Background: an optimization exercise with open tools, aiming at small area, a short achievable clock period and few clock cycles. Do not read the settings as production practice. Function was checked by simulation only, so behaviour that the tests miss may differ from the original. Power is estimated from default activity; no workload was simulated.

===== flow/run.sh =====
#!/bin/bash
# synth_recipe.tcl (not shown) runs the flow's synth.tcl, then flattens the netlist and writes it again
# the make line also repeats each setting of config.mk as NAME=value (left out here)
make -C /OpenROAD-flow-scripts/flow DESIGN_CONFIG=/design/flow/config.mk WORK_HOME=/design/flow/orfs CLKGATE_MAP_FILE= SYNTH_SCRIPT=/design/flow/synth_recipe.tcl finish

===== flow/design.v =====
module JAM (
input CLK,
input RST,
output reg [2:0] W,
output reg [2:0] J,
input [6:0] Cost,
output reg [3:0] MatchCount,
output reg [9:0] MinCost,
output reg Valid );
reg [2:0] array [7:0]; 
reg [2:0] ChangingPoint;  
reg [2:0] minNumPosition;  
reg [9:0] tempMinCost;  
reg [2:0] CostCount;  
wire S2_cmp0 = (array[6] < array[7]);
wire S2_cmp1 = (array[5] < array[6]);
wire S2_cmp2 = (array[4] < array[5]);
wire S2_cmp3 = (array[3] < array[4]);
wire S2_cmp4 = (array[2] < array[3]);
wire S2_cmp5 = (array[1] < array[2]);
wire S2_cmp6 = (array[0] < array[1]);
wire S3_cmp0 = (array[7] > array[ChangingPoint]);
wire S3_cmp1 = (array[6] > array[ChangingPoint]);
wire S3_cmp2 = (array[5] > array[ChangingPoint]);
wire S3_cmp3 = (array[4] > array[ChangingPoint]);
wire S3_cmp4 = (array[3] > array[ChangingPoint]);
wire S3_cmp5 = (array[2] > array[ChangingPoint]);
reg [2:0] state;
parameter S0 = 3'd0,  
          S1 = 3'd1,  
          S2 = 3'd2,  
          S3 = 3'd3,  
          S4 = 3'd4;  
always @(*) begin
    case (state)
        S0: begin
            W = CostCount;
            J = array[CostCount];
        end
        default: begin
            W = 3'd0;
            J = 3'd0;
        end
    endcase
end
always @(posedge CLK or posedge RST) begin
    if (RST) begin
        state <= S0;
        MatchCount <= 0;
        MinCost <= 10'd1023;
        Valid <= 0;
        tempMinCost <= 0;
        CostCount <= 0;
        array[0] <= 3'd0;
        array[1] <= 3'd1;
        array[2] <= 3'd2;
        array[3] <= 3'd3;
        array[4] <= 3'd4;
        array[5] <= 3'd5;
        array[6] <= 3'd6;
        array[7] <= 3'd7;
    end else begin
        case (state)
            S0: begin
                tempMinCost <= tempMinCost + Cost;
                if (CostCount == 3'd7) begin
                    state <= S1;
                    CostCount <= 0;
                end else begin
                    CostCount <= CostCount + 3'd1;
                end
            end 
            S1: begin
                if (tempMinCost < MinCost) begin
                    MinCost <= tempMinCost;
                    MatchCount <= 4'd1;
                end else if (tempMinCost == MinCost) begin
                    MatchCount <= MatchCount + 4'd1;
                end else begin
                    MinCost <= MinCost;
                    MatchCount <= MatchCount;
                end 
                tempMinCost <= 0;
                state <= S2;
            end
            S2: begin  
                if (S2_cmp0) begin
                    ChangingPoint <= 3'd6;
                    state <= S3;
                end else if (S2_cmp1) begin
                    ChangingPoint <= 3'd5;
                    state <= S3;
                end else if (S2_cmp2) begin
                    ChangingPoint <= 3'd4;
                    state <= S3;
                end else if (S2_cmp3) begin
                    ChangingPoint <= 3'd3;
                    state <= S3;
                end else if (S2_cmp4) begin
                    ChangingPoint <= 3'd2;
                    state <= S3;
                end else if (S2_cmp5) begin
                    ChangingPoint <= 3'd1;
                    state <= S3;
                end else if (S2_cmp6) begin
                    ChangingPoint <= 3'd0;
                    state <= S3;
                end else begin
                    Valid <= 1'd1;
                end
            end
            S3: begin
                if (S3_cmp0) begin
                    array[7] <= array[ChangingPoint];
                    array[ChangingPoint] <= array[7];
                end else if (S3_cmp1) begin
                    array[6] <= array[ChangingPoint];
                    array[ChangingPoint] <= array[6];
                end else if (S3_cmp2) begin
                    array[5] <= array[ChangingPoint];
                    array[ChangingPoint] <= array[5];
                end else if (S3_cmp3) begin
                    array[4] <= array[ChangingPoint];
                    array[ChangingPoint] <= array[4];
                end else if (S3_cmp4) begin
                    array[3] <= array[ChangingPoint];
                    array[ChangingPoint] <= array[3];
                end else if (S3_cmp5) begin
                    array[2] <= array[ChangingPoint];
                    array[ChangingPoint] <= array[2];
                end else begin
                    array[1] <= array[ChangingPoint];
                    array[ChangingPoint] <= array[1];
                end
                state <= S4;
            end
            S4: begin
                case (ChangingPoint)
                    3'd0: begin  
                        array[1] <= array[7]; array[7] <= array[1];
                        array[2] <= array[6]; array[6] <= array[2];
                        array[3] <= array[5]; array[5] <= array[3];
                    end
                    3'd1: begin  
                        array[2] <= array[7]; array[7] <= array[2];
                        array[3] <= array[6]; array[6] <= array[3];
                        array[4] <= array[5]; array[5] <= array[4];
                    end
                    3'd2: begin
                        array[3] <= array[7]; array[7] <= array[3];
                        array[4] <= array[6]; array[6] <= array[4];
                    end
                    3'd3: begin
                        array[4] <= array[7]; array[7] <= array[4];
                        array[5] <= array[6]; array[6] <= array[5];
                    end
                    3'd4: begin
                        array[5] <= array[7]; array[7] <= array[5];
                    end
                    3'd5: begin
                        array[6] <= array[7]; array[7] <= array[6];
                    end
                    default: ;
                endcase
                    tempMinCost <= 0;
                    CostCount <= 0;
                    state <= S0;
            end
            default: state <= state;
        endcase
    end
end
endmodule

===== flow/config.mk =====
export PLATFORM = sky130hd
export DESIGN_NAME = JAM
export DESIGN_NICKNAME = JAM
export VERILOG_FILES = /design/flow/design.v
export SDC_FILE = /design/flow/constraint.sdc
export NUM_CORES = 4
export LEC_CHECK = 0
export CAP_MARGIN = 20
export CORE_MARGIN = 2
export CORE_UTILIZATION = 40
export SLEW_MARGIN = 20

===== flow/constraint.sdc =====
create_clock -name core_clock -period 8.0 [get_ports {CLK}]
set_input_delay 1.6000 -clock core_clock [delete_from_list [all_inputs] [get_ports {CLK}]]
set_output_delay 1.6000 -clock core_clock [all_outputs]
set_load 0.01 [all_outputs]

==> results of run 1 <==
[registers in the layout (all words and copies together), names as in the netlist]
name,cells
Valid,1
state,3
array,24
MatchCount,4
MinCost,10
tempMinCost,10
CostCount,3
ChangingPoint,3
[metrics by stage]
step | instances | utilization (%)
after floorplan | 863 | -
after global placement | 1058 | 42.5
after detailed placement | 1058 | 42.5
after CTS | 1074 | 44.4
after global routing | 1074 | 44.4
final | 1074 | 44.4
[area by class of cell]
class                      instances  share of cell area (%)
clock buffer                      13                    3.72
clock inverter                     3                   0.579
inverter                          46                    2.28
multi-input combinational        687                    64.8
sequential                        58                    19.7
tap                              225                    3.72
timing repair buffer              42                    5.12
[worst reg2reg max path, stage by stage, from the launching register on]
cell and delay [ns]:
sky130_fd_sc_hd__edfxtp_1 0.32, sky130_fd_sc_hd__buf_4 0.34, sky130_fd_sc_hd__inv_1 0.34, sky130_fd_sc_hd__ha_1 0.39
sky130_fd_sc_hd__or3_1 0.36, sky130_fd_sc_hd__nor2_1 0.67, sky130_fd_sc_hd__a21oi_1 0.07, sky130_fd_sc_hd__a21oi_1 0.53
sky130_fd_sc_hd__ha_1 0.37, sky130_fd_sc_hd__or3b_2 0.22, sky130_fd_sc_hd__a211o_1 0.11, sky130_fd_sc_hd__o31a_1 0.18
sky130_fd_sc_hd__nand4_1 0.61, sky130_fd_sc_hd__nor3_2 0.66, sky130_fd_sc_hd__nand4_1 0.26, sky130_fd_sc_hd__a31oi_2 0.34
sky130_fd_sc_hd__mux2_1 0.36
[worst min-delay path by stage]
stage / start / endpoint / depth (start not counted)
floorplan: tempMinCost[0] / tempMinCost[0] / 1
global placement: Valid / Valid / 1
detailed placement: Valid / Valid / 1
CTS: Valid / Valid / 1
global route: Valid / Valid / 1
finish: Valid / Valid / 1
[layer usage]
layer / vias up / global-route usage [%] / wire length (um) / share of wire, %
met4: 0 / 15.2 / 1420 / 5.3
met2: 530 / 40.3 / 10800 / 40
met3: 116 / 9.13 / 3480 / 13
met1: 3367 / 42.0 / 11400 / 42
li1: 3239 / - / - / -
met5: - / 0 / 0 / 0
[synth_stat cells, drive strengths merged (6+ instances only)]
library cell  number
dfrtp             33
nand2b            14
or3               10
nor2b             12
o221ai             9
xnor2              7
ha                54
a221oi            16
a22oi             14
o31ai              9
inv               45
a31o               7
mux2              21
clkbuf            45
a211oi            13
nor4               6
nand4             12
or4                7
dfstp             22
o211ai             8
o21ai             57
nor2              60
a31oi             16
nand2             84
a21o              19
buf               27
nand3             16
nor3              15
mux2i             31
a41oi              7
o22ai             13
a21oi             50
[cell usage in the layout, fill, tap and decap left out, drive strengths merged, types with 8 or more instances in the layout]
master          n
a21oi          50
inv            45
a31oi          16
ha             54
o22ai          13
o31ai           9
clkbuf         13
nor2           60
a22oi          14
mux2i          31
nand2b         14
nor3           15
dfrtp          33
nor2b          12
buf            13
mux2           21
nand2          84
nand3          16
a211oi         13
o221ai          9
o211ai          8
dfstp          22
a221oi         16
a21o           19
o21ai          57
nand4          12
clkdlybuf4s50  29
or3            10
[power breakdown]
group | internal [mW] | switching, mW | leakage (nW)
Sequential | 0.325 | 0.0153 | 0.705
Combinational | 0.0615 | 0.0523 | 2.16
Clock | 0.277 | 0.145 | 0.161
[cells by family after synthesis]
group | synth area share [%]
AO/OA/AOI/OAI | 31.9
AND/OR/NAND/NOR | 19.5
adder cells (fa/ha/maj) | 10.1
XOR/XNOR | 1.27
flip-flops | 21.6
multiplexers | 8.27
buffers and inverters | 7.29
==> impl_summary.log, run 1 <==
INFO  metric postSynth.topFlopCell = sky130_fd_sc_hd__dfrtp_1
INFO  metric fin_nets = 908
INFO  metric final.setup_skew = 0.0121 ns
INFO  metric multi_input_area = 0.00491 sq mm
INFO  metric async_flop_share = 94.8%
INFO  metric n_fill_cell = 1756
INFO  metric mappedNetlistArea = 0.00690 sq mm
INFO  metric core_area = 0.0171 sq mm
INFO  metric synth_area_leaders = sky130_fd_sc_hd__dfrtp_1, sky130_fd_sc_hd__ha_1, sky130_fd_sc_hd__dfstp_2, sky130_fd_sc_hd__nand2_1, sky130_fd_sc_hd__mux2i_1
INFO  metric ys_seq_elements = 58
INFO  metric numCtsBuffers = 9
INFO  metric clk_tree_root_cell = sky130_fd_sc_hd__clkbuf_16
INFO  metric grt_setup_unrepaired = no
INFO  metric worst_hold_slack = 0.477 ns
INFO  metric timing.final.crit_share = 78.3%
INFO  metric worst-slew-pin-transition = 0.918 ns
INFO  metric timing.critical_path.buf_inv = 2
INFO  metric grt_pass1_wl = 40.8 mm
INFO  metric setup_viol = 0
INFO  metric clock_sink_count = 58
INFO  metric firstDrtPassIters = 9
INFO  metric finalMaxSlewViolations = 0
INFO  metric via_per_inst = 6.75
INFO  metric final_layout_size_suffix_gt1_share = 11.8%
INFO  metric tritoncts = yes
INFO  metric die-width = 135 um
INFO  metric leakage = 3.03 nW
INFO  metric maxCapViolations = 0
INFO  metric initial_core_util = 40.5%
INFO  metric yosys.cell_types.count = 92
INFO  metric worstReg2RegStart = ChangingPoint[2]
INFO  metric synthCells = 863
INFO  metric io_pins = 30
INFO  metric critPathArrivalTime = 6.48 ns
INFO  metric post-synth-top-area-cell = sky130_fd_sc_hd__dfrtp_1
INFO  metric power_per_cell_area = 116 mW/mm^2
INFO  metric timing.fmax = 0.160 GHz
INFO  metric die_area = 0.0183 sq mm
INFO  metric cp-end-kind = flop
INFO  metric crit_path_max_incr_delay = 0.67 ns
INFO  metric drt_iter0_drc = 1047
INFO  metric r2r.worst_path.cells = 16
INFO  metric globalRouteOverflowTotal = 0
INFO  metric period_needed = 6.26 ns
INFO  metric crit_end = array[1][1]
INFO  metric antenna_left = 0
INFO  metric insertedDiodeCount = 0
INFO  metric synth-seq-area-share = 21.6%
INFO  metric detailroute.via_count = 7252
INFO  metric launch_point_of_the_critical_path = ChangingPoint[2]
INFO  metric timing.critical_path.from_type = flop
INFO  metric routedWlPerCell = 25.1 um
INFO  metric detail_route.drc_violations = 0
INFO  metric setup.reg_to_reg.worst_slack = 1.74 ns
INFO  metric status = timing/DRC/antenna clean
INFO  metric routed_wl = 27.0 mm
INFO  metric detailedPlace.worstSlack = 2.03 ns
INFO  metric critical_path_depth = 16
INFO  metric netlist.area_leader.share = 12.0%
INFO  metric final_hold_violation_count = 0
INFO  metric layout-area-overhead-vs-synth = 9.64%
INFO  metric numPortBuffers = 29
INFO  metric worst_skew_pair.late_latency = 0.34 ns
INFO  metric worstReg2RegEnd = array[1][1]
INFO  metric die_y = 135 um
INFO  metric cts.repair.resized = 0
INFO  metric row_count = 48
INFO  metric yosysWarnings = 2
INFO  metric detailed_place_hpwl = 19.2 mm
INFO  metric report.power.total = 0.877 mW
INFO  metric grt_max_degree = 46
INFO  metric timing.critical_path.slowest_stage_cell = sky130_fd_sc_hd__nor2_1
INFO  metric synthesis.area_per_instance = 8.00 sq um
INFO  metric timing.critical_path.max_delay_family = simple AND/OR/NAND/NOR gates
INFO  metric place_congestion = 1.01
INFO  metric cts-hold-fix-buffers = 0
INFO  metric kind_of_path_behind_the_tightest_hold_check = reg2reg
INFO  metric syn_nets = 927
INFO  metric critical_path_maximum_fanout = 37
INFO  metric layout.area.seq = 0.00149 sq mm
INFO  metric worstPathCellList = buf_4, inv_1, ha_1, or3_1, nor2_1, a21oi_1, a21oi_1, ha_1, or3b_2, a211o_1, o31a_1, nand4_1, nor3_2, nand4_1, a31oi_2, mux2_1
INFO  metric setup_tns = 0 ns
INFO  metric global_route_usage_over_all_layers = 29.7%
INFO  metric edff_count_synth = 3
INFO  metric cp_data_required_time = 8.21 ns
INFO  metric first_global_vias = 6616
INFO  metric placement.cell_area = 0.00724 sq mm
INFO  metric htreeDepth = 3
INFO  metric post-route-cell-area = 0.00757 sq mm
INFO  metric cts_max_path_buffers = 2
INFO  metric power.ir.vdd_worst = 114 uV
INFO  metric max_transition_margin = 38.8%
INFO  metric cts_post_setup_buffers_inserted = 0
INFO  metric layout_setup_ws = 1.74 ns
INFO  metric initial_antenna_violation_count = 0
INFO  metric setup.worst_path.class = reg2reg
INFO  metric clk_pin_slew = 0.06 ns
Testbench counts, summed over its fixed seeds: cycles 5,806,056.
==> inputs of run 2 (changes only) <==
==> flow/design.v (replaced) <==
module JAM (
input CLK,
input RST,
output reg [2:0] W,
output reg [2:0] J,
input [6:0] Cost,
output reg [3:0] MatchCount,
output reg [9:0] MinCost,
output reg Valid );
localparam P_COL = 2'd0, P_ROW = 2'd1, P_DFS = 2'd2, P_DONE = 2'd3;
reg [1:0] phase;
reg [6:0] colm [0:7];    
reg [6:0] rowm [0:7];    
reg [9:0] LB0;            
reg [9:0] LB [1:7];      
reg [2:0] job [0:6];     
reg [7:0] U;             
reg       adv;           
integer k;
wire [6:0] cm  = colm[J];
wire [6:0] d2  = Cost - cm;
wire [6:0] rm  = rowm[W];
wire [6:0] nc  = (W == 3'd0 || Cost < cm) ? Cost : cm;
wire [6:0] nr  = (J == 3'd0 || d2 < rm) ? d2 : rm;
wire [9:0]  curLB = (W == 3'd0) ? LB0 : LB[W];
wire [7:0]  off   = {1'b0, rm} + {1'b0, cm};
wire [12:0] thr = {3'b000, MinCost} + 13'd1024 - {3'b000, curLB} + {5'b00000, off};
wire [12:0] cs  = {6'b000000, Cost} + 13'd1024;
wire ok   = !adv && (cs <= thr);
wire push = (phase == P_DFS) && ok && (W != 3'd7);
wire less = (cs < thr);
wire [9:0] childLB = curLB + {3'b000, Cost} - {2'b00, off};
wire [7:0] freeU = ~U;
reg  [2:0] nxt; reg has_nxt;
always @(*) begin
    has_nxt = 1'b0; nxt = 3'd0;
    for (k = 7; k >= 0; k = k - 1)
        if (freeU[k] && k > J) begin has_nxt = 1'b1; nxt = k; end
end
wire [7:0] freeP = ~(U | (8'd1 << J));
reg  [2:0] first;
always @(*) begin
    first = 3'd0;
    for (k = 7; k >= 0; k = k - 1)
        if (freeP[k]) first = k;
end
wire [2:0] pj = job[W - 3'd1];
wire [7:0] Up = U & ~(8'd1 << pj);
reg  [2:0] pnxt; reg has_pnxt;
always @(*) begin
    has_pnxt = 1'b0; pnxt = 3'd0;
    for (k = 7; k >= 0; k = k - 1)
        if (!Up[k] && k > pj) begin has_pnxt = 1'b1; pnxt = k; end
end
always @(posedge CLK) begin
    if (phase == P_COL) colm[J] <= nc;
    if (phase == P_ROW) rowm[W] <= nr;
    if (push) begin
        job[W] <= J;
        LB[W + 3'd1] <= childLB;
    end
end
always @(posedge CLK or posedge RST) begin
    if (RST) begin
        phase <= P_COL;
        W <= 3'd0;
        J <= 3'd0;
        U <= 8'd0;
        adv <= 1'b0;
        MinCost <= 10'd1023;
        MatchCount <= 4'd0;
        Valid <= 1'b0;
        LB0 <= 10'd0;
    end else begin
        case (phase)
        P_COL: begin
            if (W == 3'd7) LB0 <= LB0 + {3'b000, nc};
            {J, W} <= {J, W} + 6'd1;
            if (W == 3'd7 && J == 3'd7) phase <= P_ROW;
        end
        P_ROW: begin
            if (J == 3'd7) LB0 <= LB0 + {3'b000, nr};
            {W, J} <= {W, J} + 6'd1;
            if (W == 3'd7 && J == 3'd7) phase <= P_DFS;
        end
        P_DFS: begin
            adv <= 1'b0;
            if (W == 3'd7) begin
                if (ok) begin
                    if (less) begin
                        MinCost <= childLB;
                        MatchCount <= 4'd1;
                    end else
                        MatchCount <= MatchCount + 4'd1;
                end
            end
            if (push) begin
                U <= U | (8'd1 << J);
                W <= W + 3'd1;
                J <= first;
            end else if (has_nxt && W != 3'd7) begin
                J <= nxt;
            end else if (W == 3'd0) begin
                phase <= P_DONE;
                Valid <= 1'b1;
            end else begin
                W <= W - 3'd1;
                U <= Up;
                if (has_pnxt) J <= pnxt;
                else begin
                    J <= pj;
                    adv <= 1'b1;
                end
            end
        end
        default: ;
        endcase
    end
end
endmodule
==> run 2 against run 1 <==
  * Critical path depth rose by 7
  * Synthesized area rose by 94%
  * Register-to-register slack got worse by 0.67 ns
  * Largest power group is now sequential cells
==> impl_summary.log, run 2 <==
INFO  metric final.setup_skew = 0.0125 ns (was 0.0121 ns)
INFO  metric initial_antenna_violation_count = 0 (unchanged)
INFO  metric postSynth.topFlopCell = sky130_fd_sc_hd__edfxtp_1 (was sky130_fd_sc_hd__dfrtp_1)
INFO  metric maxCapViolations = 0 (unchanged)
INFO  metric core_area = 0.0333 sq mm (was 0.0171 sq mm)
INFO  metric globalRouteOverflowTotal = 0 (unchanged)
INFO  metric synthesis.area_per_instance = 11.8 sq um (was 8.00 sq um)
INFO  metric final_hold_violation_count = 0 (unchanged)
INFO  metric io_pins = 30 (unchanged)
INFO  metric yosysWarnings = 1 (was 2)
INFO  metric synth-seq-area-share = 53.4% (was 21.6%)
INFO  metric yosys.cell_types.count = 64 (was 92)
INFO  metric critical_path_maximum_fanout = 19 (was 37)
INFO  metric syn_nets = 1238 (was 927)
INFO  metric numCtsBuffers = 27 (was 9)
INFO  metric timing.fmax = 0.144 GHz (was 0.160 GHz)
INFO  metric timing.final.crit_share = 86.7% (was 78.3%)
INFO  metric critPathArrivalTime = 7.17 ns (was 6.48 ns)
INFO  metric row_count = 67 (was 48)
INFO  metric power_per_cell_area = 284 mW/mm^2 (was 116 mW/mm^2)
INFO  metric async_flop_share = 17.1% (was 94.8%)
INFO  metric cts.repair.resized = 0 (unchanged)
INFO  metric largest_register_ffs = 70 (was 24)
INFO  metric htreeDepth = 1 (was 3)
INFO  metric worst-slew-pin-transition = 1.08 ns (was 0.918 ns)
INFO  metric detail_route.drc_violations = 0 (unchanged)
INFO  metric global_route_usage_over_all_layers = 19.1% (was 29.7%)
INFO  metric via_per_inst = 5.61 (was 6.75)
INFO  metric setup_tns = 0 ns (unchanged)
INFO  metric cp-end-kind = flop (unchanged)
INFO  metric detailed_place_hpwl = 23.8 mm (was 19.2 mm)
INFO  metric die-width = 187 um (was 135 um)
INFO  metric detailroute.via_count = 9209 (was 7252)
INFO  metric synth_area_leaders = sky130_fd_sc_hd__edfxtp_1, sky130_fd_sc_hd__ha_1, sky130_fd_sc_hd__dfrtp_1, sky130_fd_sc_hd__mux2_2, sky130_fd_sc_hd__a21oi_1 (was sky130_fd_sc_hd__dfrtp_1, sky130_fd_sc_hd__ha_1, sky130_fd_sc_hd__dfstp_2, sky130_fd_sc_hd__nand2_1, sky130_fd_sc_hd__mux2i_1)
INFO  metric drt_iter0_drc = 834 (was 1047)
INFO  metric finalMaxSlewViolations = 0 (unchanged)
INFO  metric postLayoutCoreUtil = 45.7% (was 44.4%)
INFO  metric routedWlPerCell = 20.4 um (was 25.1 um)
INFO  metric clk_pin_slew = 0.06 ns (about the same)
INFO  metric setup.worst_path.class = reg2reg (unchanged)
INFO  metric die_y = 187 um (was 135 um)
INFO  metric layout.cells.most_common = sky130_fd_sc_hd__edfxtp_1 (was sky130_fd_sc_hd__nand2_1)
INFO  metric setup_viol = 0 (unchanged)
INFO  metric clock_sink_count = 245 (was 58)
INFO  metric reg_top3 = LB: 70 flops, colm: 56 flops, rowm: 56 flops (was array: 24 flops, MinCost: 10 flops, tempMinCost: 10 flops)
INFO  metric clk_tree_root_cell = sky130_fd_sc_hd__clkbuf_16 (unchanged)
INFO  metric grt_pass1_wl = 52.2 mm (was 40.8 mm)
INFO  metric cts_post_setup_buffers_inserted = 0 (unchanged)
INFO  metric power.ir.vdd_worst = 352 uV (was 114 uV)
INFO  metric place_congestion = 0.850 (was 1.01)
INFO  metric layout-area-overhead-vs-synth = 13.6% (was 9.64%)
INFO  metric grt_setup_unrepaired = no (unchanged)
INFO  metric firstDrtPassIters = 5 (was 9)
INFO  metric cts_max_path_buffers = 3 (was 2)
INFO  metric die_area = 0.0350 sq mm (was 0.0183 sq mm)
INFO  metric fin_nets = 1276 (was 908)
INFO  metric first_global_vias = 9027 (was 6616)
INFO  metric routed_wl = 33.5 mm (was 27.0 mm)
INFO  metric post-synth-top-area-cell = sky130_fd_sc_hd__edfxtp_1 (was sky130_fd_sc_hd__dfrtp_1)
INFO  metric worst_hold_slack = 0.480 ns (was 0.477 ns)
INFO  metric initial_core_util = 40.3% (was 40.5%)
INFO  metric kind_of_path_behind_the_tightest_hold_check = reg2reg (unchanged)
INFO  metric insertedDiodeCount = 0 (unchanged)
INFO  metric max_transition_margin = 27.9% (was 38.8%)
INFO  metric period_needed = 6.94 ns (was 6.26 ns)
INFO  metric grt_max_degree = 41 (was 46)
INFO  metric timing.critical_path.from_type = flop (unchanged)
INFO  metric cts-hold-fix-buffers = 0 (unchanged)
INFO  metric cp_data_required_time = 8.24 ns (was 8.21 ns)
INFO  metric top_library_cells_by_usage_in_the_layout_fill_and_taps_aside = sky130_fd_sc_hd__edfxtp_1, sky130_fd_sc_hd__inv_1, sky130_fd_sc_hd__nor2_1 (was sky130_fd_sc_hd__nand2_1, sky130_fd_sc_hd__nor2_1, sky130_fd_sc_hd__o21ai_0)
INFO  metric netlist.area_leader.share = 45.5% (was 12.0%)
INFO  metric synth_common_cells = sky130_fd_sc_hd__edfxtp_1, sky130_fd_sc_hd__inv_1, sky130_fd_sc_hd__nor2_1 (was sky130_fd_sc_hd__nand2_1, sky130_fd_sc_hd__nor2_1, sky130_fd_sc_hd__o21ai_0)
INFO  metric numPortBuffers = 29 (unchanged)
INFO  metric antenna_left = 0 (unchanged)
INFO  metric regMostFlops = LB (was array)
INFO  metric final_layout_size_suffix_gt1_share = 13.8% (was 11.8%)
INFO  metric ys_seq_elements = 245 (was 58)
INFO  metric leakage = 5.98 nW (was 3.03 nW)
INFO  metric mappedNetlistArea = 0.0134 sq mm (was 0.00690 sq mm)
INFO  metric edff_count_synth = 203 (was 3)
INFO  metric synthCells = 1137 (was 863)
INFO  metric synthMostInstantiatedCell = sky130_fd_sc_hd__edfxtp_1 (was sky130_fd_sc_hd__nand2_1)
INFO  metric status = timing/DRC/antenna clean (unchanged)
INFO  metric tritoncts = yes (unchanged)
INFO  metric worst_skew_pair.late_latency = 0.53 ns (was 0.34 ns)
## run 2: cell count changes in the layout (fill, tap and decap cells not counted), sizes merged, moves of 13 or more
cell,change
ha,+20
clkbuf,+22
edfxtp,+200
mux2,+25
buf,+21
a21oi,+22
fa,+17
xnor2,+17
inv,+51
nor2,+17
nand2,-13
## run 2: stage by stage
step	cell area, sq um	cells	power, mW	setup slack (ns)
global placement	14300	1594	3.07	0.954
detailed placement	14300	1594	3.09	0.874
global route	15200	1642	4.57	0.470
finish	15200	1642	4.32	1.06
floorplan	13400	1137	2.69	0.698
CTS	15200	1642	4.34	1.04
## run 2: routing by layer
metal,wire (um),up-vias,global-route usage (%)
li1,-,4292,-
met1,15300,4563,27.1
met2,15300,295,30.0
met3,1850,59,2.76
met4,1050,0,6.50
met5,0,-,0
## run 2: logic make-up after synthesis
family                   after synthesis  share of synthesized area (%)
XOR/XNOR                              35                           2.29
buffers and inverters                149                           4.24
AO/OA/AOI/OAI                        289                           14.4
flip-flops                           245                           53.4
AND/OR/NAND/NOR                      243                           8.44
adder cells (fa/ha/maj)               92                           9.60
multiplexers                          84                           7.64
## run 2: path summary, 6_finish.rpt
kind | from | end | slack [ns] | cells after the start
min in group asynchronous | RST | MatchCount[1] | 1.28 | 2
setup / recovery | W[1] | LB[2][0] | 1.06 | 23
hold reg to reg | LB0[9] | LB0[9] | 0.48 | 1
hold / removal | LB0[9] | LB0[9] | 0.48 | 1
max in group asynchronous | RST | W[2] | 5.91 | 3
setup reg to reg | W[1] | LB[2][0] | 1.06 | 23
## run 2: area by class of cell
type                            instances  area [sq um]
Sequential cell                       245          7160
Multi-Input combinational cell        743          5700
Fill cell                            3058         18100
Inverter                               95           357
Tap cell                              448           561
Timing Repair Buffer                   63           546
Clock buffer                           35           726
Clock inverter                         13           156
## run 2: where the power goes
part / internal, mW / switching [mW]
Clock: 0.738 / 0.505
Combinational: 0.530 / 0.876
Sequential: 1.64 / 0.0301
## run 2: worst max-delay path, cell delays in order, from the launching register on
cell and delay, ns:
sky130_fd_sc_hd__dfrtp_2 0.50, sky130_fd_sc_hd__clkinv_1 0.61, sky130_fd_sc_hd__nor2_1 0.50, sky130_fd_sc_hd__a221o_1 0.35, sky130_fd_sc_hd__ha_1 0.27, sky130_fd_sc_hd__a21o_1 0.17, sky130_fd_sc_hd__a21oi_1 0.22, sky130_fd_sc_hd__o21bai_1 0.10
sky130_fd_sc_hd__a21oi_1 0.28, sky130_fd_sc_hd__o21bai_1 0.10, sky130_fd_sc_hd__a21oi_1 0.28, sky130_fd_sc_hd__fa_1 0.46, sky130_fd_sc_hd__inv_1 0.07, sky130_fd_sc_hd__ha_1 0.28, sky130_fd_sc_hd__a211oi_1 0.26, sky130_fd_sc_hd__nor2_1 0.09
sky130_fd_sc_hd__a21o_1 0.20, sky130_fd_sc_hd__o32ai_4 0.31, sky130_fd_sc_hd__nand2_1 0.08, sky130_fd_sc_hd__nor3_1 0.50, sky130_fd_sc_hd__o21a_4 0.36, sky130_fd_sc_hd__nand2_1 0.15, sky130_fd_sc_hd__nor3b_1 0.24, sky130_fd_sc_hd__buf_4 0.23
Testbench counts of run 2, summed over its fixed seeds: cycles 17,790.
==> inputs of run 3 (changes only) <==
--- a/flow/design.v
+++ b/flow/design.v
@@ -13,2 +13,3 @@
 reg [6:0] rowm [0:7];    
+reg [2:0] am [0:7];      
 reg [9:0] LB0;            
@@ -23,3 +24,4 @@
 wire [6:0] nc  = (W == 3'd0 || Cost < cm) ? Cost : cm;
-wire [6:0] nr  = (J == 3'd0 || d2 < rm) ? d2 : rm;
+wire       tr  = (J == 3'd0 || d2 <= rm);
+wire [6:0] nr  = tr ? d2 : rm;
 wire [9:0]  curLB = (W == 3'd0) ? LB0 : LB[W];
@@ -32,3 +34,6 @@
 wire [9:0] childLB = curLB + {3'b000, Cost} - {2'b00, off};
-wire [7:0] freeU = ~U;
+wire [2:0] ca   = am[W];
+wire [7:0] freeU = ~U & ~(8'd1 << ca);
+wire [7:0] aboveJ = (J == ca) ? 8'hff : (8'hfe << J);
+wire [7:0] candN = freeU & aboveJ;
 reg  [2:0] nxt; reg has_nxt;
@@ -37,5 +42,7 @@
     for (k = 7; k >= 0; k = k - 1)
-        if (freeU[k] && k > J) begin has_nxt = 1'b1; nxt = k; end
+        if (candN[k]) begin has_nxt = 1'b1; nxt = k; end
 end
-wire [7:0] freeP = ~(U | (8'd1 << J));
+wire [7:0] Uc  = U | (8'd1 << J);
+wire [2:0] na  = am[W + 3'd1];
+wire [7:0] freeP = ~Uc;
 reg  [2:0] first;
@@ -45,5 +52,8 @@
         if (freeP[k]) first = k;
+    if (freeP[na]) first = na;
 end
 wire [2:0] pj = job[W - 3'd1];
+wire [2:0] pa = am[W - 3'd1];
 wire [7:0] Up = U & ~(8'd1 << pj);
+wire [7:0] candP = ~Up & ~(8'd1 << pa) & ((pj == pa) ? 8'hff : (8'hfe << pj));
 reg  [2:0] pnxt; reg has_pnxt;
@@ -52,3 +62,3 @@
     for (k = 7; k >= 0; k = k - 1)
-        if (!Up[k] && k > pj) begin has_pnxt = 1'b1; pnxt = k; end
+        if (candP[k]) begin has_pnxt = 1'b1; pnxt = k; end
 end
@@ -56,3 +66,6 @@
     if (phase == P_COL) colm[J] <= nc;
-    if (phase == P_ROW) rowm[W] <= nr;
+    if (phase == P_ROW) begin
+        rowm[W] <= nr;
+        if (tr) am[W] <= J;
+    end
     if (push) begin
@@ -83,3 +96,6 @@
             {W, J} <= {W, J} + 6'd1;
-            if (W == 3'd7 && J == 3'd7) phase <= P_DFS;
+            if (W == 3'd7 && J == 3'd7) begin
+                phase <= P_DFS;
+                J <= am[0];
+            end
         end
==> run 3 against run 2 <==
  * Sequential power barely moved
  * Register-to-register slack got worse by 0.02 ns
  * First-iteration DRC count rose by 14%
  * Synthesized cell count rose by 14%
  * Final cell count rose by 14%
  * Still clean
==> impl_summary.log, run 3 <==
INFO  metric status = timing/DRC/antenna clean (unchanged)
INFO  metric clk_tree_root_cell = sky130_fd_sc_hd__clkbuf_16 (unchanged)
INFO  metric crit_path_most_repeated_cell = sky130_fd_sc_hd__a21oi_1 (unchanged)
INFO  metric grt_pass1_wl = 63.8 mm (was 52.2 mm)
INFO  metric worst_skew_pair.late_latency = 0.56 ns (was 0.53 ns)
INFO  metric global_route_usage_over_all_layers = 20.3% (was 19.1%)
INFO  metric async_flop_share = 15.6% (was 17.1%)
INFO  metric finalMaxSlewViolations = 0 (unchanged)
INFO  metric post-synth-top-area-cell = sky130_fd_sc_hd__edfxtp_1 (unchanged)
INFO  metric routedWlPerCell = 22.1 um (was 20.4 um)
INFO  metric worst-slew-pin-transition = 1.08 ns (about the same)
INFO  metric reg_top3 = LB: 70 flops, colm: 56 flops, rowm: 56 flops (unchanged)
INFO  metric initial_core_util = 40.5% (was 40.3%)
INFO  metric top_library_cells_by_usage_in_the_layout_fill_and_taps_aside = sky130_fd_sc_hd__edfxtp_1, sky130_fd_sc_hd__nand2_1, sky130_fd_sc_hd__inv_1 (was sky130_fd_sc_hd__edfxtp_1, sky130_fd_sc_hd__inv_1, sky130_fd_sc_hd__nor2_1)
INFO  metric timing.critical_path.max_delay_family = compound AO/OA/AOI/OAI gates (unchanged)
INFO  metric first_global_vias = 10600 (was 9027)
INFO  metric edff_count_synth = 227 (was 203)
INFO  metric detail_route.drc_violations = 0 (unchanged)
INFO  metric cp_data_required_time = 8.26 ns (was 8.24 ns)
INFO  metric synth_area_leaders = sky130_fd_sc_hd__edfxtp_1, sky130_fd_sc_hd__ha_1, sky130_fd_sc_hd__dfrtp_1, sky130_fd_sc_hd__mux4_2, sky130_fd_sc_hd__mux2i_1 (was sky130_fd_sc_hd__edfxtp_1, sky130_fd_sc_hd__ha_1, sky130_fd_sc_hd__dfrtp_1, sky130_fd_sc_hd__mux2_2, sky130_fd_sc_hd__a21oi_1)
INFO  metric power.ir.vdd_worst = 213 uV (was 352 uV)
INFO  metric detailroute.wirelength.met3 = 2.17 mm (was 1.85 mm)
INFO  metric leakage = 7.03 nW (was 5.98 nW)
INFO  metric final_layout_size_suffix_gt1_share = 15.8% (was 13.8%)
INFO  metric cts_post_setup_buffers_inserted = 0 (unchanged)
INFO  metric via_per_inst = 5.72 (was 5.61)
INFO  metric drt-met1-wl = 18.3 mm (was 15.3 mm)
INFO  metric die_y = 202 um (was 187 um)
INFO  metric row_count = 72 (was 67)
INFO  metric detailed_place_hpwl = 30.2 mm (was 23.8 mm)
INFO  metric synth-seq-area-share = 50.3% (was 53.4%)
INFO  metric firstDrtPassIters = 5 (unchanged)
INFO  metric setup_viol = 0 (unchanged)
INFO  metric period_needed = 6.96 ns (was 6.94 ns)
INFO  metric layout.cells.most_common = sky130_fd_sc_hd__edfxtp_1 (unchanged)
INFO  metric insertedDiodeCount = 0 (unchanged)
INFO  metric synthCells = 1291 (was 1137)
INFO  metric critPathArrivalTime = 7.22 ns (was 7.17 ns)
INFO  metric tritoncts = yes (unchanged)
INFO  metric setup.worst_path.class = reg2reg (unchanged)
INFO  metric htreeDepth = 1 (unchanged)
INFO  metric final.setup_skew = 0.0177 ns (was 0.0125 ns)
INFO  metric postSynth.topFlopCell = sky130_fd_sc_hd__edfxtp_1 (unchanged)
INFO  metric maxCapViolations = 0 (unchanged)
INFO  metric timing.critical_path.from_type = flop (unchanged)
INFO  metric syn_nets = 1394 (was 1238)
INFO  metric cts-hold-fix-buffers = 0 (unchanged)
INFO  metric cts_max_path_buffers = 3 (unchanged)
INFO  metric detailroute.via_count = 10700 (was 9209)
INFO  metric timing.critical_path.buf_inv = 3 (unchanged)
INFO  metric regMostFlops = LB (unchanged)
INFO  metric initial_antenna_violation_count = 2 (was 0)
INFO  metric grt_max_degree = 43 (was 41)
INFO  metric routed_wl = 41.3 mm (was 33.5 mm)
INFO  metric netlist.area_leader.share = 43.5% (was 45.5%)
INFO  metric timing.critical_path.slowest_stage_cell = sky130_fd_sc_hd__nor3_1 (was sky130_fd_sc_hd__clkinv_1)
INFO  metric topRoutingLayerUsed = met5 (was met4)
INFO  metric timing.fmax = 0.144 GHz (about the same)
INFO  metric antenna_left = 0 (unchanged)
INFO  metric timing.final.crit_share = 86.9% (was 86.7%)
INFO  metric power_per_cell_area = 208 mW/mm^2 (was 284 mW/mm^2)
INFO  metric drt_iter0_drc = 954 (was 834)
INFO  metric synthMostInstantiatedCell = sky130_fd_sc_hd__edfxtp_1 (unchanged)
INFO  metric numCtsBuffers = 30 (was 27)
INFO  metric io_pins = 30 (unchanged)
INFO  metric kind_of_path_behind_the_tightest_hold_check = reg2reg (unchanged)
INFO  metric clk_pin_slew = 0.06 ns (about the same)
INFO  metric worstPathCellList = and2_1, a221oi_1, a21oi_1, a221o_1, ha_1, a21o_1, a21oi_1, o21bai_1, a21oi_1, xnor2_1, fa_1, inv_1, ha_1, o211ai_1, nand2_1, ha_1, nand3_1, o21bai_1, a21oi_1, a2bb2oi_1, o211ai_1, buf_4, nor3_1, buf_4 (was clkinv_1, nor2_1, a221o_1, ha_1, a21o_1, a21oi_1, o21bai_1, a21oi_1, o21bai_1, a21oi_1, fa_1, inv_1, ha_1, a211oi_1, nor2_1, a21o_1, o32ai_4, nand2_1, nor3_1, o21a_4, nand2_1, nor3b_1, buf_4)
INFO  metric synth_common_cells = sky130_fd_sc_hd__edfxtp_1, sky130_fd_sc_hd__inv_1, sky130_fd_sc_hd__nand2_1 (was sky130_fd_sc_hd__edfxtp_1, sky130_fd_sc_hd__inv_1, sky130_fd_sc_hd__nor2_1)
INFO  metric placement.cell_area = 0.0166 sq mm (was 0.0143 sq mm)
INFO  metric route.met2.wl = 19.9 mm (was 15.3 mm)
INFO  metric core_area = 0.0386 sq mm (was 0.0333 sq mm)
INFO  metric final_hold_violation_count = 0 (unchanged)
INFO  metric setup_tns = 0 ns (unchanged)
INFO  metric crit_path_max_incr_delay = 0.71 ns (was 0.61 ns)
INFO  metric yosysWarnings = 1 (unchanged)
INFO  metric ys_seq_elements = 269 (was 245)
INFO  metric largest_register_ffs = 70 (unchanged)
INFO  metric globalRouteOverflowTotal = 0 (unchanged)
INFO  metric die_area = 0.0408 sq mm (was 0.0350 sq mm)
INFO  metric n_fill_cell = 3442 (was 3058)
INFO  metric synthesis.area_per_instance = 12.1 sq um (was 11.8 sq um)
INFO  metric yosys.cell_types.count = 100 (was 64)
INFO  metric max_transition_margin = 27.4% (was 27.9%)
INFO  metric mappedNetlistArea = 0.0157 sq mm (was 0.0134 sq mm)
INFO  metric post-route-cell-area = 0.0177 sq mm (was 0.0152 sq mm)
INFO  metric fin_nets = 1436 (was 1276)
INFO  metric layout-area-overhead-vs-synth = 13.0% (was 13.6%)
INFO  metric critical_path_maximum_fanout = 25 (was 19)
INFO  metric grt_setup_unrepaired = no (unchanged)
INFO  metric cts.repair.resized = 0 (unchanged)
INFO  metric cp-end-kind = flop (unchanged)
INFO  metric place_congestion = 0.910 (was 0.850)
INFO  metric clock_sink_count = 269 (was 245)
INFO  metric numPortBuffers = 29 (unchanged)
INFO  metric die-width = 202 um (was 187 um)
-- run 3: path summary, 6_finish.rpt --
kind,end,start,cells past startpoint,slack (ns)
max,LB[7][6],W[2],24,1.04
min,LB0[9],LB0[9],1,0.52
max reg2reg,LB[7][6],W[2],24,1.04
min reg2reg,LB0[9],LB0[9],1,0.52
max in group asynchronous,W[1],RST,3,6.02
min in group asynchronous,U[2],RST,3,1.52
-- run 3: area by class of cell --
class	instances	area (sq um)	share of cell area (%)
Clock buffer	36	795	4.49
Multi-Input combinational cell	874	7180	40.6
Clock inverter	19	287	1.62
Tap cell	518	648	3.66
Sequential cell	269	7890	44.5
Timing Repair Buffer	65	561	3.17
Inverter	93	349	1.97
-- run 3: report_power, final --
| part | internal, mW | switching [mW] | total [mW] |
|---|---|---|---|
| registers | 1.62 | 0.0274 | 1.65 |
| clock network | 0.932 | 0.563 | 1.50 |
| logic | 0.214 | 0.328 | 0.542 |
-- run 3: metal layers --
metal	global-route usage (%)	vias up
met2	33.9	330
met5	0	-
met1	28.0	5360
li1	-	4972
met3	2.56	60
met4	5.75	2
-- run 3: cells by family (layout without fill, tap and decap cells) --
family,Yosys count,count (layout),synth area share (%)
and+or+nand+nor,308,308,9.79
AOI/OAI and AO/OA,314,314,14.4
muxes,120,120,10.6
DFF,269,269,50.3
xor gates and xnor gates,38,38,2.51
buffers and inverters,148,213,4.05
adders and majority gates,94,94,8.37
-- run 3: through the flow --
stage,power (mW),hold slack [ns],std cells,setup WS [ns],util (%)
final,3.68,0.518,1874,1.04,45.8
after detailed placement,2.22,0.521,1819,0.699,43.0
after floorplan,2.06,0.445,1291,0.516,-
after global placement,2.21,0.521,1819,0.719,43.0
after CTS,3.71,0.532,1874,1.02,45.8
after global routing,3.83,0.548,1874,0.458,45.8
Testbench counts of run 3, summed over its fixed seeds: cycles 8,896.

## static timing again, ports no longer ideal
In the flow no input, the clock included, has a driving cell. The finished layouts below were timed again as built, in two steps.
Step 1 (the two cells are an assumption about what drives the block):
set clk [get_ports {CLK}]
set_driving_cell -lib_cell sky130_fd_sc_hd__clkbuf_16 $clk
set_driving_cell -lib_cell sky130_fd_sc_hd__buf_2 [delete_from_list [all_inputs] $clk]
Step 2 moves the port delays by t, midway between the first and last clock arrival at a register: inputs arrive t later, outputs are due t later. That takes back most of the time a late clock gives input paths.
Slacks: ideal ports / drivers / drivers and shift; pairs: ideal ports / drivers.
run | t, ns | setup WS [ns] | clock arrival spread, ns | worst slew at a driven data input, ns | pins driven straight from the clock port
run 1 | 0.381 | 1.738 / 1.738 / 1.738 | 0.012 / 0.012 | 0.03 | 1
run 2 | 0.577 | 1.064 / 1.064 / 0.853 | 0.013 / 0.013 | 0.03 | 1
run 3 | 0.599 | 1.045 / 1.045 / 0.694 | 0.017 / 0.018 | 0.03 | 1
After both steps every run listed still meets setup and hold. The setup slack of run 3, which loses most, moves by 0.000 ns with the drivers and by -0.351 ns with both steps.
